From an optimization exercise on the open Yosys and OpenROAD flow, aimed at small area; shortcuts taken in it are not production practice.
At most, simulation tests tie the RTL to the original design; equivalence was not proved.
Power is estimated from default activity; no workload was simulated.

// uart
module uart(
input clock,reset,
output tx,
input  rx,
output rx_empty,
input rd_uart,
output [7:0] data_out,
output [7:0] data_LSR,
output tx_full,
input wr_uart,
input [7:0] data_in
);
Size in the first run: roughly 220 flip-flops, about 32 I/O pins, roughly 0.0078 sq mm of cells after synthesis.
==> flow/config.mk <==
export PLATFORM = sky130hd
export DESIGN_NAME = uart
export DESIGN_NICKNAME = uart
export VERILOG_FILES = /design/flow/design.v
export SDC_FILE = /design/flow/constraint.sdc
export NUM_CORES = 4
export LEC_CHECK = 0
export CAP_MARGIN = 20
export CORE_MARGIN = 2
export CORE_UTILIZATION = 78
export CTS_BUF_LIST = sky130_fd_sc_hd__clkbuf_2 sky130_fd_sc_hd__clkbuf_4
export CTS_CLUSTER_DIAMETER = 30
export CTS_CLUSTER_SIZE = 8
export SLEW_MARGIN = 20
==> flow/constraint.sdc <==
create_clock -name core_clock -period 10.0 [get_ports {clock}]
set_input_delay 2.0000 -clock core_clock [delete_from_list [all_inputs] [get_ports {clock}]]
set_output_delay 2.0000 -clock core_clock [all_outputs]
set_load 0.01 [all_outputs]
standard.sh (not shown) runs the stock make flow with config.mk's settings and CLKGATE_MAP_FILE= SYNTH_SCRIPT=/design/flow/synth_recipe.tcl, a recipe that flattens the netlist after the stock synthesis.
==> flow/flow/run.sh <==
#!/bin/bash
# The standard layout, with two changes: clock tree synthesis inserts no
# dummy loads, and the ports are buffered with buf_1.
set -euo pipefail
bash standard.sh \
  "CTS_ARGS=-sink_clustering_enable -repair_clock_nets -dont_use_dummy_load -buf_list {sky130_fd_sc_hd__clkbuf_2 sky130_fd_sc_hd__clkbuf_4} -sink_clustering_size 8 -sink_clustering_max_diameter 30" \
  "BUFFER_PORTS_ARGS=-buffer_cell sky130_fd_sc_hd__buf_1" \
  finish > standard.log 2>&1
Change:
==> flow/flow/run.sh (replaced) <==
#!/bin/bash
# The standard layout (standard.sh), with these changes:
# - synthesis maps the combinational logic with an area-oriented ABC script
#   (flow/synth.tcl, flow/abc_area.script); registers are mapped as in the
#   standard synthesis;
# - clock tree synthesis inserts no dummy loads;
# - the ports are buffered with buf_1.
# All tool output goes to standard.log here and to ORFS's logs under orfs/.
set -euo pipefail
export FLOW_WORK=$PWD
export FLOW_ABC_SCRIPT=$PWD/flow/abc_area.script
bash standard.sh \
  "SYNTH_SCRIPT=$PWD/flow/synth.tcl" \
  "CTS_ARGS=-sink_clustering_enable -repair_clock_nets -dont_use_dummy_load -buf_list {sky130_fd_sc_hd__clkbuf_8 sky130_fd_sc_hd__clkbuf_16} -sink_clustering_size 24 -sink_clustering_max_diameter 60" \
  "BUFFER_PORTS_ARGS=-buffer_cell sky130_fd_sc_hd__buf_1" \
  finish > standard.log 2>&1
==> flow/flow/abc_area.script (new file) <==
&get -n
&st
&dch
&nf -R 1000
&put
==> flow/flow/synth.tcl (new file) <==
# The standard flow's synthesis script, with one change: the technology mapping of the
# combinational logic runs ABC with flow/abc_area.script (area-oriented
# mapping with area recovery) instead of ORFS's speed script. The flip-flops
# are mapped before this step and are left as they are.
proc abc {args} {
  set i [lsearch $args -script]
  if {$i >= 0} { lset args [expr {$i + 1}] $::env(FLOW_ABC_SCRIPT) }
  yosys abc {*}$args
}
source $::env(FLOW_WORK)/synth_recipe.tcl
Settings changed: CTS_BUF_LIST sky130_fd_sc_hd__clkbuf_2 sky130_fd_sc_hd__clkbuf_4 to sky130_fd_sc_hd__clkbuf_8 sky130_fd_sc_hd__clkbuf_16, CTS_CLUSTER_DIAMETER 30 to 60, CTS_CLUSTER_SIZE 8 to 24.
What happened:
- clock-buffer cell count fell by 24
- global-route usage rose by 0.74 points
- setup slack gains 0.67 ns
- register-to-register slack gains 0.55 ns
- power fell by a few percent
- maximum frequency rose by roughly a tenth
Change:
==> flow/flow/run.sh (replaced) <==
#!/bin/bash
# The standard layout, with two changes: clock tree synthesis inserts no
# dummy loads, and the ports are buffered with buf_1.
set -euo pipefail
bash standard.sh \
  "CTS_ARGS=-sink_clustering_enable -repair_clock_nets -dont_use_dummy_load -buf_list sky130_fd_sc_hd__clkbuf_8 -sink_clustering_size 16 -sink_clustering_max_diameter 50" \
  "BUFFER_PORTS_ARGS=-buffer_cell sky130_fd_sc_hd__buf_1" \
  finish > standard.log 2>&1
Settings changed: CORE_UTILIZATION 78 to 85, CTS_BUF_LIST sky130_fd_sc_hd__clkbuf_8 sky130_fd_sc_hd__clkbuf_16 to sky130_fd_sc_hd__clkbuf_8, CTS_CLUSTER_DIAMETER 60 to 50, CTS_CLUSTER_SIZE 24 to 16.
removed: flow/flow/abc_area.script
removed: flow/flow/synth.tcl
Result: First-iteration DRC count grows by 91%; count of clock-buffer cells in the layout increases by 4; cell count decreases by 1.9%; critical path depth stays the same; final area rises by 0.45%; maximum frequency fell by 12%.
Change:
==> flow/flow/run.sh (replaced) <==
#!/bin/bash
# The standard layout (standard.sh), with these changes:
# - synthesis maps the combinational logic with an area-oriented ABC script
#   (flow/synth.tcl, flow/abc_area.script); registers are mapped as in the
#   standard synthesis;
# - clock tree synthesis inserts no dummy loads;
# - the ports are buffered with buf_1.
# All tool output goes to standard.log here and to ORFS's logs under orfs/.
set -euo pipefail
export FLOW_WORK=$PWD
export FLOW_ABC_SCRIPT=$PWD/flow/abc_area.script
bash standard.sh \
  "SYNTH_SCRIPT=$PWD/flow/synth.tcl" \
  "CTS_ARGS=-sink_clustering_enable -repair_clock_nets -dont_use_dummy_load -buf_list sky130_fd_sc_hd__clkbuf_4 -sink_clustering_size 10 -sink_clustering_max_diameter 40" \
  "BUFFER_PORTS_ARGS=-buffer_cell sky130_fd_sc_hd__buf_1" \
  finish > standard.log 2>&1
==> flow/flow/abc_area.script (new file) <==
&get -n
&st
&dch
&nf -R 1000
&put
==> flow/flow/synth.tcl (new file) <==
# The standard flow's synthesis script, with one change: the technology mapping of the
# combinational logic runs ABC with flow/abc_area.script (area-oriented
# mapping with area recovery) instead of ORFS's speed script. The flip-flops
# are mapped before this step and are left as they are.
proc abc {args} {
  set i [lsearch $args -script]
  if {$i >= 0} { lset args [expr {$i + 1}] $::env(FLOW_ABC_SCRIPT) }
  yosys abc {*}$args
}
source $::env(FLOW_WORK)/synth_recipe.tcl
Settings changed: CORE_UTILIZATION 85 to 78, CTS_BUF_LIST sky130_fd_sc_hd__clkbuf_8 to sky130_fd_sc_hd__clkbuf_4, CTS_CLUSTER_DIAMETER 50 to 40, CTS_CLUSTER_SIZE 16 to 10.
Die area came out higher by about 4%.
Final area came out lower by 1.6%.
Synthesized area came out lower by 4.4%.
Register-to-register slack improves by 0.93 ns.

Starting RTL as in the previous note.
==> flow/config.mk <==
export PLATFORM = sky130hd
export DESIGN_NAME = uart
export DESIGN_NICKNAME = uart
export VERILOG_FILES = /design/flow/design.v
export SDC_FILE = /design/flow/constraint.sdc
export NUM_CORES = 4
export LEC_CHECK = 0
export CAP_MARGIN = 20
export CORE_MARGIN = 2
export CORE_UTILIZATION = 78
export CTS_BUF_LIST = sky130_fd_sc_hd__clkbuf_4
export CTS_CLUSTER_DIAMETER = 40
export CTS_CLUSTER_SIZE = 10
export SLEW_MARGIN = 20
==> flow/constraint.sdc <==
create_clock -name core_clock -period 10.0 [get_ports {clock}]
set_input_delay 2.0000 -clock core_clock [delete_from_list [all_inputs] [get_ports {clock}]]
set_output_delay 2.0000 -clock core_clock [all_outputs]
set_load 0.01 [all_outputs]
==> flow/flow/run.sh <==
#!/bin/bash
# The standard layout (standard.sh), with these changes:
# - synthesis maps the combinational logic with an area-oriented ABC script
#   (flow/synth.tcl, flow/abc_area.script); registers are mapped as in the
#   standard synthesis;
# - clock tree synthesis inserts no dummy loads and uses clkbuf_4;
# - the ports are buffered with buf_1.
# All tool output goes to standard.log here and to ORFS's logs under orfs/.
set -euo pipefail
export FLOW_WORK=$PWD
export FLOW_ABC_SCRIPT=$PWD/flow/abc_area.script
bash standard.sh \
  "SYNTH_SCRIPT=$PWD/flow/synth.tcl" \
  "CTS_ARGS=-sink_clustering_enable -repair_clock_nets -dont_use_dummy_load -buf_list sky130_fd_sc_hd__clkbuf_4 -sink_clustering_size 10 -sink_clustering_max_diameter 40" \
  "BUFFER_PORTS_ARGS=-buffer_cell sky130_fd_sc_hd__buf_1" \
  finish > standard.log 2>&1
==> flow/flow/abc_area.script <==
&get -n
&st
&dch
&nf -R 1000
&put
==> flow/flow/synth.tcl <==
# The standard flow's synthesis script, with one change: the technology mapping of the
# combinational logic runs ABC with flow/abc_area.script (area-oriented
# mapping with area recovery) instead of ORFS's speed script. The flip-flops
# are mapped before this step and are left as they are.
proc abc {args} {
  set i [lsearch $args -script]
  if {$i >= 0} { lset args [expr {$i + 1}] $::env(FLOW_ABC_SCRIPT) }
  yosys abc {*}$args
}
source $::env(FLOW_WORK)/synth_recipe.tcl
The first run went through all stages and came out clean.
Edit:
==> flow/flow/run.sh (replaced) <==
#!/bin/bash
# The standard layout, with two changes: clock tree synthesis inserts no
# dummy loads, and the ports are buffered with buf_1.
set -euo pipefail
bash standard.sh \
  "CTS_ARGS=-sink_clustering_enable -repair_clock_nets -dont_use_dummy_load -buf_list sky130_fd_sc_hd__clkbuf_16 -sink_clustering_size 30 -sink_clustering_max_diameter 80" \
  "BUFFER_PORTS_ARGS=-buffer_cell sky130_fd_sc_hd__buf_1" \
  finish > standard.log 2>&1
CORE_UTILIZATION = 80   (was 78)
CTS_BUF_LIST = sky130_fd_sc_hd__clkbuf_16   (was sky130_fd_sc_hd__clkbuf_4)
CTS_CLUSTER_DIAMETER = 80   (was 40)
CTS_CLUSTER_SIZE = 30   (was 10)
removed: flow/flow/abc_area.script
removed: flow/flow/synth.tcl
Effect:
- routed wire length increases by a few percent
- design area increases by a few percent
- power increases by roughly a tenth
- non-clock buffer count decreases by 4
- setup slack loses 0.53 ns
- core utilization decreases by 1.0 points
- register-to-register slack loses 0.66 ns
- fmax decreases by a little under a tenth
Edit:
==> flow/flow/run.sh (replaced) <==
#!/bin/bash
# The standard layout (standard.sh), with these changes:
# - synthesis maps the combinational logic with an area-oriented ABC script
#   (flow/synth.tcl, flow/abc_area.script); registers are mapped as in the
#   standard synthesis;
# - clock tree synthesis inserts no dummy loads;
# - the ports are buffered with buf_1.
# All tool output goes to standard.log here and to ORFS's logs under orfs/.
set -euo pipefail
export FLOW_WORK=$PWD
export FLOW_ABC_SCRIPT=$PWD/flow/abc_area.script
bash standard.sh \
  "SYNTH_SCRIPT=$PWD/flow/synth.tcl" \
  "CTS_ARGS=-sink_clustering_enable -repair_clock_nets -dont_use_dummy_load -buf_list sky130_fd_sc_hd__clkbuf_8 -sink_clustering_size 16 -sink_clustering_max_diameter 50" \
  "BUFFER_PORTS_ARGS=-buffer_cell sky130_fd_sc_hd__buf_1" \
  finish > standard.log 2>&1
==> flow/flow/abc_area.script (new file) <==
&get -n
&st
&dch
&nf -R 1000
&put
==> flow/flow/synth.tcl (new file) <==
# The standard flow's synthesis script, with one change: the technology mapping of the
# combinational logic runs ABC with flow/abc_area.script (area-oriented
# mapping with area recovery) instead of ORFS's speed script. The flip-flops
# are mapped before this step and are left as they are.
proc abc {args} {
  set i [lsearch $args -script]
  if {$i >= 0} { lset args [expr {$i + 1}] $::env(FLOW_ABC_SCRIPT) }
  yosys abc {*}$args
}
source $::env(FLOW_WORK)/synth_recipe.tcl
CORE_UTILIZATION = 78   (was 80)
CTS_BUF_LIST = sky130_fd_sc_hd__clkbuf_8   (was sky130_fd_sc_hd__clkbuf_16)
CTS_CLUSTER_DIAMETER = 50   (was 80)
CTS_CLUSTER_SIZE = 16   (was 30)
The new run ran to the end with no violations.
Power decreases by 8.8%.
Synthesized area came out lower by about 4.4%.
Die area is lower by 1.8%.
Critical path depth stays the same.
Via count came out lower by 3.9%.
Combinational power goes down by 21%.
Clock skew goes down by 0.0096 ns.
Synthesized cell count decreases by about 7%.
Global-route usage shrinks by 0.74 points.
First-iteration DRC count falls by 21%.
Edit:
==> flow/flow/run.sh (replaced) <==
#!/bin/bash
# The standard layout, with two changes: clock tree synthesis inserts no
# dummy loads, and the ports are buffered with buf_1.
set -euo pipefail
bash standard.sh \
  "CTS_ARGS=-sink_clustering_enable -repair_clock_nets -dont_use_dummy_load -buf_list sky130_fd_sc_hd__clkbuf_8 -sink_clustering_size 16 -sink_clustering_max_diameter 50" \
  "BUFFER_PORTS_ARGS=-buffer_cell sky130_fd_sc_hd__buf_1" \
  finish > standard.log 2>&1
removed: flow/flow/abc_area.script
removed: flow/flow/synth.tcl
Result: The changed run produced a clean layout; worst setup slack got worse by 0.61 ns; routed wire length rises by 5.8%; non-clock buffer count falls by 4.
Edit:
==> flow/flow/run.sh (replaced) <==
#!/bin/bash
# The standard layout (standard.sh), with these changes:
# - synthesis maps the combinational logic with an area-oriented ABC script
#   (flow/synth.tcl, flow/abc_area.script); registers are mapped as in the
#   standard synthesis;
# - clock tree synthesis inserts no dummy loads;
# - the ports are buffered with buf_1.
# All tool output goes to standard.log here and to ORFS's logs under orfs/.
set -euo pipefail
export FLOW_WORK=$PWD
export FLOW_ABC_SCRIPT=$PWD/flow/abc_area.script
bash standard.sh \
  "SYNTH_SCRIPT=$PWD/flow/synth.tcl" \
  "CTS_ARGS=-sink_clustering_enable -repair_clock_nets -dont_use_dummy_load -buf_list sky130_fd_sc_hd__clkbuf_4 -sink_clustering_size 12 -sink_clustering_max_diameter 36" \
  "BUFFER_PORTS_ARGS=-buffer_cell sky130_fd_sc_hd__buf_1" \
  finish > standard.log 2>&1
==> flow/flow/abc_area.script (new file) <==
&get -n
&st
&dch
&nf -R 1000
&put
==> flow/flow/synth.tcl (new file) <==
# The standard flow's synthesis script, with one change: the technology mapping of the
# combinational logic runs ABC with flow/abc_area.script (area-oriented
# mapping with area recovery) instead of ORFS's speed script. The flip-flops
# are mapped before this step and are left as they are.
proc abc {args} {
  set i [lsearch $args -script]
  if {$i >= 0} { lset args [expr {$i + 1}] $::env(FLOW_ABC_SCRIPT) }
  yosys abc {*}$args
}
source $::env(FLOW_WORK)/synth_recipe.tcl
CTS_BUF_LIST = sky130_fd_sc_hd__clkbuf_4   (was sky130_fd_sc_hd__clkbuf_8)
CTS_CLUSTER_DIAMETER = 36   (was 50)
CTS_CLUSTER_SIZE = 12   (was 16)
After rerunning:
- setup slack improved by 0.46 ns
- total power falls by 9.0%
- worst hold slack improved by 0.0031 ns

Another version of the RTL of uart (not shown whole).
For scale: about 640 cells after synthesis, roughly 220 flip-flops, about 32 I/O pins.
==> flow/config.mk <==
export PLATFORM = sky130hd
export DESIGN_NAME = uart
export DESIGN_NICKNAME = uart
export VERILOG_FILES = /design/flow/design.v
export SDC_FILE = /design/flow/constraint.sdc
export NUM_CORES = 4
export LEC_CHECK = 0
export CAP_MARGIN = 20
export CORE_MARGIN = 2
export CORE_UTILIZATION = 70
export CTS_BUF_LIST = sky130_fd_sc_hd__clkbuf_8
export CTS_CLUSTER_DIAMETER = 60
export CTS_CLUSTER_SIZE = 20
export SLEW_MARGIN = 20
==> flow/constraint.sdc <==
create_clock -name core_clock -period 10.0 [get_ports {clock}]
set_input_delay 2.0000 -clock core_clock [delete_from_list [all_inputs] [get_ports {clock}]]
set_output_delay 2.0000 -clock core_clock [all_outputs]
set_load 0.01 [all_outputs]
run.sh (not shown) runs the stock make flow with config.mk's settings and CLKGATE_MAP_FILE= SYNTH_SCRIPT=/design/flow/synth_recipe.tcl, a recipe that flattens the netlist after the stock synthesis.
Stock flow here: none of the scripts above is used.
The baseline finished clean.
Next try:
- CTS_BUF_LIST: sky130_fd_sc_hd__clkbuf_8 -> sky130_fd_sc_hd__clkbuf_4 sky130_fd_sc_hd__clkbuf_8
- CTS_CLUSTER_DIAMETER: 60 -> default
- CTS_CLUSTER_SIZE: 20 -> default
=> Sequential cell count stays the same. Sequential power is about the same. Wire length grows by 2.7%. Design area rises by 4.9%. First-iteration DRC count fell by 16%. Setup slack gets better by 0.0080 ns. Power climbs by 23%. Sequential share of layout area falls by 3.1 points. Utilization climbs by 3.8 points.
Function was not checked in any run of this note: the RTL went through the layout flow alone.

[static timing again, ports no longer ideal]
How much do the figures lean on ideal ports? The routed layouts below were timed once more, with nothing changed but the port constraints.
Step 1 assumes that a clkbuf_16 drives the clock port and a buf_2 every other input.
Step 2 times the ports against the registers' clock, not the clock port: input delays grow and output delays shrink by t, the midpoint of the rising clock arrivals with the driver on.
Slacks: no drivers / after step 1 / after step 2; pairs: no drivers / after step 1.
| run | shift t [ns] | setup WS [ns] | latest minus earliest clock arrival (ns) | worst register clock-pin slew, ns |
|---|---|---|---|---|
| the first run of note 1 | 0.580 | 3.885 / 3.852 / 4.431 | 0.063 / 0.063 | 0.09 / 0.09 |
| the second run of note 1 | 0.517 | 4.559 / 4.524 / 5.041 | 0.072 / 0.072 | 0.09 / 0.09 |
| the third run of note 1 | 0.511 | 3.850 / 3.815 / 4.326 | 0.061 / 0.062 | 0.12 / 0.12 |
| the fourth run of note 1 | 0.586 | 4.555 / 4.524 / 5.110 | 0.079 / 0.079 | 0.11 / 0.11 |
| the first run of note 2 | 0.586 | 4.555 / 4.524 / 5.110 | 0.079 / 0.079 | 0.11 / 0.11 |
| the second run of note 2 | 0.480 | 4.029 / 3.990 / 4.470 | 0.034 / 0.033 | 0.11 / 0.11 |
| the third run of note 2 | 0.504 | 4.587 / 4.556 / 5.060 | 0.021 / 0.022 | 0.10 / 0.10 |
| the fourth run of note 2 | 0.515 | 3.973 / 3.939 / 4.454 | 0.053 / 0.052 | 0.10 / 0.10 |
| the fifth run of note 2 | 0.606 | 4.438 / 4.404 / 5.010 | 0.047 / 0.046 | 0.12 / 0.12 |
| the first run of note 3 | 0.516 | 4.140 / 4.106 / 4.622 | 0.023 / 0.023 | 0.12 / 0.12 |
| the second run of note 3 | 0.591 | 4.148 / 4.113 / 4.704 | 0.015 / 0.015 | 0.07 / 0.07 |
After both steps setup and hold are still met in every run listed.
